Context: an optimization exercise on an open-source flow, tuned for small area. The choices shown serve that exercise and are no tape-out recipe. No driver is modelled on the clock port, so clock power and skew are understated where the tree is cut down; a real chip needs a root buffer or a tree. Power is estimated from default activity; no workload was simulated.

==> flow/design.v (excerpt) <==
module EECS3216_Project(input MAX10_CLK1_50, input rst, input KEY1, output reg [9:0] LEDR,
								output reg [6:0] HEX0, HEX1, HEX2, HEX3,
								output reg	rdyLight, speedOneLight, speedTwoLight, speedThreeLight);
localparam [2:0] S_RDY = 3'd0, S_ONE = 3'd1, S_TWO = 3'd2, S_THREE = 3'd3;
localparam [2:0] S_LOSE = 3'd4, S_LOSE_SHOWN = 3'd5, S_WIN = 3'd6, S_WIN_SHOWN = 3'd7;
reg [2:0] st;
reg [7:0] counter;      
reg [3:0] lp;
localparam [3:0] Z9 = 4'd11;
localparam [3:0] LP0 = 4'd0;
reg [2:0] gs;           
reg toggle, blink;
reg [1:0] p;
reg led4, led5;
wire over = st[2];
wire first = p[1] & p[0] & !st[2] & !st[0];    
wire is_rdy = (st[1:0] == 2'd0);
wire press = !KEY1 && toggle;
wire hit = (lp[0] & !lp[1] & lp[2] & !lp[3]);        
wire good = press && hit;
wire lp_hi = (!lp[2] & lp[3]);    
wire at0 = (!lp[0] & !lp[2] & !lp[3]);
wire at1 = (lp[0] & !lp[1] & !lp[2] & !lp[3]);
wire at2 = (lp[1] & !lp[2] & !lp[3]);
wire at3 = (lp[1] & lp[2]);
wire at5 = (!lp[0] & lp[2] & !lp[3]);
wire at6 = (!lp[0] & lp[2] & lp[3]);
wire at7 = (lp[0] & lp[2] & lp[3]);
wire at8 = (lp[0] & !lp[1] & !lp[2] & lp[3]);
wire at9 = (!lp[0] & !lp[2] & lp[3]);
wire [3:0] lp_dn = {((!lp[0] & !lp[2]) | (lp[0] & lp[3])), ((!lp[1] & lp[2]) | (lp[0] & !lp[1] & lp[3])), ((lp[0] & lp[2] & !lp[3])), ((lp[2] & !lp[3]) | (lp[1]) | (!lp[2] & lp[3]))};
wire [3:0] lp_up = {((!lp[0] & lp[2]) | (lp[3])), ((lp[2] & !lp[3]) | (!lp[0] & lp[2]) | (lp[1])), ((lp[0] & !lp[2])), ((lp[0] & !lp[2]) | (lp[1]) | (!lp[2] & !lp[3]) | (lp[2] & lp[3]))};
wire [7:0] c = counter;
reg tick;
always @* begin
	case (st[1:0])
		2'd1: tick = c[7] & c[6] & c[2] & c[1];
		2'd3: tick = c[6] | (c[5] & c[4]);
		default: tick = c[7] | (c[6] & c[5] & (c[4] | c[3] | c[2] | c[1]));
	endcase
end
wire blink_v = blink | good;
wire blink_tick = tick && !over && is_rdy && blink_v;
wire sweep_tick = tick && !over && !(is_rdy && blink_v);
wire gs_zero = gs == 3'd0;
reg [2:0] nst;
always @* begin
	nst = st;
	case (st)
		S_RDY: if (!blink && (gs[1] | gs[0])) nst = {1'b0, gs[1:0]};
		S_ONE: if (gs_zero) nst = S_LOSE; else if (gs[1]) nst = S_RDY;
  ...
Size: roughly 180 cells after synthesis.
==> module EECS3216_Project, before the edit <==
module EECS3216_Project(input MAX10_CLK1_50, input rst, input KEY1, output reg [9:0] LEDR,
								output reg [6:0] HEX0, HEX1, HEX2, HEX3,
								output reg	rdyLight, speedOneLight, speedTwoLight, speedThreeLight);
localparam [2:0] S_RDY = 3'd0, S_ONE = 3'd1, S_TWO = 3'd2, S_THREE = 3'd3;
localparam [2:0] S_LOSE = 3'd4, S_LOSE_SHOWN = 3'd5, S_WIN = 3'd6, S_WIN_SHOWN = 3'd7;
reg [2:0] st;
reg [7:0] counter;      
reg [3:0] lp;
localparam [3:0] Z9 = 4'd11;
localparam [3:0] LP0 = 4'd0;
reg [2:0] gs;           
reg toggle, blink;
reg [1:0] p;
reg led4, led5;
wire over = st[2];
wire first = p[1] & p[0] & !st[2] & !st[0];    
wire is_rdy = (st[1:0] == 2'd0);
wire press = !KEY1 && toggle;
wire hit = (lp[0] & !lp[1] & lp[2] & !lp[3]);        
wire good = press && hit;
wire lp_hi = (!lp[2] & lp[3]);    
wire at0 = (!lp[0] & !lp[2] & !lp[3]);
wire at1 = (lp[0] & !lp[1] & !lp[2] & !lp[3]);
wire at2 = (lp[1] & !lp[2] & !lp[3]);
wire at3 = (lp[1] & lp[2]);
wire at5 = (!lp[0] & lp[2] & !lp[3]);
wire at6 = (!lp[0] & lp[2] & lp[3]);
wire at7 = (lp[0] & lp[2] & lp[3]);
wire at8 = (lp[0] & !lp[1] & !lp[2] & lp[3]);
wire at9 = (!lp[0] & !lp[2] & lp[3]);
wire [3:0] lp_dn = {((!lp[0] & !lp[2]) | (lp[0] & lp[3])), ((!lp[1] & lp[2]) | (lp[0] & !lp[1] & lp[3])), ((lp[0] & lp[2] & !lp[3])), ((lp[2] & !lp[3]) | (lp[1]) | (!lp[2] & lp[3]))};
wire [3:0] lp_up = {((!lp[0] & lp[2]) | (lp[3])), ((lp[2] & !lp[3]) | (!lp[0] & lp[2]) | (lp[1])), ((lp[0] & !lp[2])), ((lp[0] & !lp[2]) | (lp[1]) | (!lp[2] & !lp[3]) | (lp[2] & lp[3]))};
wire [7:0] c = counter;
reg tick;
always @* begin
	case (st[1:0])
		2'd1: tick = c[7] & c[6] & c[2] & c[1];
		2'd3: tick = c[6] | (c[5] & c[4]);
		default: tick = c[7] | (c[6] & c[5] & (c[4] | c[3] | c[2] | c[1]));
	endcase
end
wire blink_v = blink | good;
wire blink_tick = tick && !over && is_rdy && blink_v;
wire sweep_tick = tick && !over && !(is_rdy && blink_v);
wire gs_zero = gs == 3'd0;
reg [2:0] nst;
always @* begin
	nst = st;
	case (st)
		S_RDY: if (!blink && (gs[1] | gs[0])) nst = {1'b0, gs[1:0]};
		S_ONE: if (gs_zero) nst = S_LOSE; else if (gs[1]) nst = S_RDY;
		S_TWO: if (gs_zero) nst = S_LOSE; else if (gs[0]) nst = S_RDY;
		S_THREE: if (gs_zero) nst = S_LOSE; else if (gs[2]) nst = S_WIN;
		default: nst = {1'b1, st[1], 1'b1};
	endcase
end
always @(posedge MAX10_CLK1_50) begin
	if (rst) begin
		st <= S_RDY;
		counter <= 0;
		lp <= LP0;
		gs <= 3'd1;
		toggle <= 1;
		blink <= 1;
		led4 <= 0;
		led5 <= 0;
		p <= 2'd3;
	end else begin
		st <= nst;
		counter <= tick ? 8'd0 : counter + 8'd1;
		if (KEY1) toggle <= 1;
		if (press) begin
			toggle <= 0;
			if (!hit) gs <= 3'd0;
			else gs <= {gs[2] | (gs[1] & gs[0]), gs[1] ^ gs[0], !gs[2] & !gs[0]};    
		end
		if (!over) p <= st[1:0];
		if (blink_tick) begin
			lp <= lp_up;
			led5 <= !lp_hi & !led5;
		end else if (sweep_tick) begin
			if (hit) led4 <= 1;
			if (at3) led4 <= 0;
			if (at5) led5 <= 1;
			if (hit) led5 <= 0;
			lp <= lp_dn;
		end else if (good && !over)
			lp <= LP0;
		blink <= blink_v && !(blink_tick && lp_hi);
	end
end
always @* begin
	LEDR[0] = at9;                         
	LEDR[1] = !blink && at0;
	LEDR[2] = !blink && at1;
	LEDR[3] = !blink && at2;
	LEDR[4] = led4;
	LEDR[5] = led5;
	LEDR[6] = !blink && at5;
	LEDR[7] = !blink && at6;
	LEDR[8] = !blink && at7;
	LEDR[9] = !blink && at8;
	rdyLight = p != 2'd0 && !first;
	speedOneLight = p != 2'd1 && !first;
	speedTwoLight = p != 2'd2 && !first;
	speedThreeLight = p != 2'd3;
	HEX3 = 7'b1111111; HEX2 = 7'b1111111; HEX1 = 7'b1111111; HEX0 = 7'b1111111;
	if (st == S_LOSE_SHOWN) begin
		HEX3 = 7'b1000111; HEX2 = 7'b1000000; HEX1 = 7'b0010010; HEX0 = 7'b0000110;
	end else if (st == S_WIN_SHOWN) begin
		HEX2 = 7'b0010001; HEX1 = 7'b0001000; HEX0 = 7'b0010001;
	end
end
endmodule
Settings: LEC_CHECK=0, CAP_MARGIN=20, CORE_AREA=3 3 63 63, DIE_AREA=0 0 66 66, SLEW_MARGIN=20; clock period 10.0 ns.
standard.sh (not shown) runs the stock make flow with config.mk's settings and CLKGATE_MAP_FILE= SYNTH_SCRIPT=/design/flow/synth_recipe.tcl, a recipe that flattens the netlist after the stock synthesis.
==> flow/flow/run.sh <==
#!/bin/bash
# Own layout flow: the standard flow, with these changes.
#  1. After the standard synthesis, the combinational logic is re-mapped for area with
#     ABC (flow/resynth.sh, script flow/area.abc, twelve random tries, smallest kept). Every
#     flip-flop instance is kept as the standard synthesis made it (same names, same cells).
#     The re-mapped netlist is proved equivalent to the standard one (flow/eqcheck.sh),
#     else the standard one is used.
#  2. Ports are buffered with sky130_fd_sc_hd__buf_1 instead of the default buffer.
#  3. The clock tree is built without dummy loads, then (flow/post_cts.tcl) replaced by a
#     single clkbuf_16, fed from the clock port, driving every register.
# Each tool's output goes to its own log file in this folder.
set -euo pipefail
export BUFFER_PORTS_ARGS="-buffer_cell sky130_fd_sc_hd__buf_1"
export CTS_ARGS="-sink_clustering_enable -repair_clock_nets -dont_use_dummy_load -buf_list sky130_fd_sc_hd__clkbuf_8"
export POST_CTS_TCL="$PWD/flow/post_cts.tcl"
YOSYS=yosys
if ! command -v yosys >/dev/null 2>&1; then YOSYS="$FLOW_HOME/../tools/install/yosys/bin/yosys"; fi
export YOSYS
R=orfs/results/${FLOW_PLATFORM:-sky130hd}/EECS3216_Project/base
bash standard.sh synth > synth_make.log 2>&1
cp $R/1_2_yosys.v std_synth.v
# twelve tries: seeds 1..8 with "amap -m", seeds 1..4 with "amap"
TRIES="m1 m2 m3 m4 m5 m6 m7 m8 a1 a2 a3 a4"
for wave in "m1 m2 m3 m4" "m5 m6 m7 m8" "a1 a2 a3 a4"; do
  for t in $wave; do
    s=${t:1}
    if [[ ${t:0:1} == m ]]; then m="amap -m"; else m="amap"; fi
    sed -e "s/&deepsyn -T 10/\&deepsyn -T 10 -S $s/" -e "s/amap/$m/" flow/area.abc > area_$t.abc
    ( bash flow/resynth.sh std_synth.v resynth_$t.v "$PWD/area_$t.abc" > resynth_$t.log 2>&1 &&
      bash flow/eqcheck.sh std_synth.v resynth_$t.v > eqcheck_$t.log 2>&1 ) || true &
  done
  wait
done
best=""; best_area=""
for s in $TRIES; do
  if grep -q EQUIV_OK eqcheck_$s.log 2>/dev/null; then
    a=$(grep "Chip area" resynth_$s.log | tail -1 | awk '{print $NF}')
    if [[ -z "$best" ]] || awk "BEGIN{exit !($a < $best_area)}"; then best=$s; best_area=$a; fi
  fi
done
if [[ -n "$best" ]]; then
  cp resynth_$best.v $R/1_2_yosys.v
  echo "using re-mapped netlist from try $best, area $best_area" > netlist_choice.log
else
  echo "using standard netlist" > netlist_choice.log
fi
touch $R/1_2_yosys.v
bash standard.sh > finish_make.log 2>&1
Other scripts of this flow, unchanged in this note and not shown: flow/flow/area.abc, flow/flow/eqcheck.sh, flow/flow/post_cts.tcl, flow/flow/resynth.sh
Then changed:
--- a/flow/design.v
+++ b/flow/design.v
@@ -6,7 +6,7 @@
 reg [2:0] st;
 reg [7:0] counter;      
 reg [3:0] lp;
-localparam [3:0] Z9 = 4'd11;
+localparam [3:0] Z9 = 4'd13;
 localparam [3:0] LP0 = 4'd0;
 reg [2:0] gs;           
 reg toggle, blink;
@@ -16,20 +16,20 @@
 wire first = p[1] & p[0] & !st[2] & !st[0];    
 wire is_rdy = (st[1:0] == 2'd0);
 wire press = !KEY1 && toggle;
-wire hit = (lp[0] & !lp[1] & lp[2] & !lp[3]);        
+wire hit = (lp[0] & !lp[1] & !lp[3]);        
 wire good = press && hit;
-wire lp_hi = (!lp[2] & lp[3]);    
-wire at0 = (!lp[0] & !lp[2] & !lp[3]);
-wire at1 = (lp[0] & !lp[1] & !lp[2] & !lp[3]);
-wire at2 = (lp[1] & !lp[2] & !lp[3]);
-wire at3 = (lp[1] & lp[2]);
-wire at5 = (!lp[0] & lp[2] & !lp[3]);
-wire at6 = (!lp[0] & lp[2] & lp[3]);
-wire at7 = (lp[0] & lp[2] & lp[3]);
-wire at8 = (lp[0] & !lp[1] & !lp[2] & lp[3]);
-wire at9 = (!lp[0] & !lp[2] & lp[3]);
-wire [3:0] lp_dn = {((!lp[0] & !lp[2]) | (lp[0] & lp[3])), ((!lp[1] & lp[2]) | (lp[0] & !lp[1] & lp[3])), ((lp[0] & lp[2] & !lp[3])), ((lp[2] & !lp[3]) | (lp[1]) | (!lp[2] & lp[3]))};
-wire [3:0] lp_up = {((!lp[0] & lp[2]) | (lp[3])), ((lp[2] & !lp[3]) | (!lp[0] & lp[2]) | (lp[1])), ((lp[0] & !lp[2])), ((lp[0] & !lp[2]) | (lp[1]) | (!lp[2] & !lp[3]) | (lp[2] & lp[3]))};
+wire lp_hi = (lp[0] & lp[1] & !lp[3]) | (lp[0] & !lp[2]);    
+wire at0 = (!lp[0] & !lp[1] & !lp[3]);
+wire at1 = (lp[1] & !lp[2] & lp[3]);
+wire at2 = (!lp[0] & lp[2] & !lp[3]);
+wire at3 = (lp[0] & lp[1] & lp[3]);
+wire at5 = (!lp[0] & !lp[1] & lp[3]);
+wire at6 = (lp[1] & !lp[2] & !lp[3]);
+wire at7 = (!lp[0] & lp[2] & lp[3]);
+wire at8 = (lp[0] & lp[1] & !lp[3]);
+wire at9 = (lp[0] & !lp[2]);
+wire [3:0] lp_dn = {((!lp[3])), ((!lp[1] & lp[3]) | (lp[0])), ((lp[2]) | (lp[0])), ((!lp[1]))};
+wire [3:0] lp_up = {((lp[0] & !lp[1]) | (!lp[3])), ((lp[1])), ((!lp[0])), ((lp[0] & !lp[2]) | (lp[1] & lp[2]))};
 wire [7:0] c = counter;
 reg tick;
 always @* begin
The changed run ran to the end with no violations.
Routed wire length went up by 14%.
Sequential power stays flat.
Setup slack is better by 0.12 ns.
Design area went up by about 14%.
First-iteration DRC count went up to 3.2 times its value.
Clock power went up by about 1%.
Die area stays the same.
Global-route usage went up by 2.3 points.
Power went up by 2.6%.
Via count went up by 10%.
No run of this note included a check of the RTL's function; only the layout flow was run.

[separate check: timing with driven ports]
No port has a modelled driver above. Below, the same layouts with a new extraction and two added sets of constraints. Step 1 (the two cells are an assumption about what drives the block):
set clk [get_ports {MAX10_CLK1_50}]
set_driving_cell -lib_cell sky130_fd_sc_hd__clkbuf_16 $clk
set_driving_cell -lib_cell sky130_fd_sc_hd__buf_2 [delete_from_list [all_inputs] $clk]
Step 2 adds t to the input delays and takes it off the output delays; t is the mean of the earliest and latest rising clock arrival at the registers after step 1. Input paths then give back, and output paths get back, about the clock's delay inside the block. Slacks: ideal ports / drivers / drivers and shift; pairs: ideal ports / drivers.
run	shift t [ns]	slack for setup (ns)	hold WS [ns]
the first run	0.180	6.489 / 6.462 / 6.488	0.443 / 0.443 / 0.443
the second run	0.180	6.609 / 6.581 / 6.543	0.457 / 0.457 / 0.457
After both steps every run listed still meets setup and hold. For the second run, which loses most, drivers alone change the setup slack by -0.028 ns; drivers and shift together by -0.066 ns.
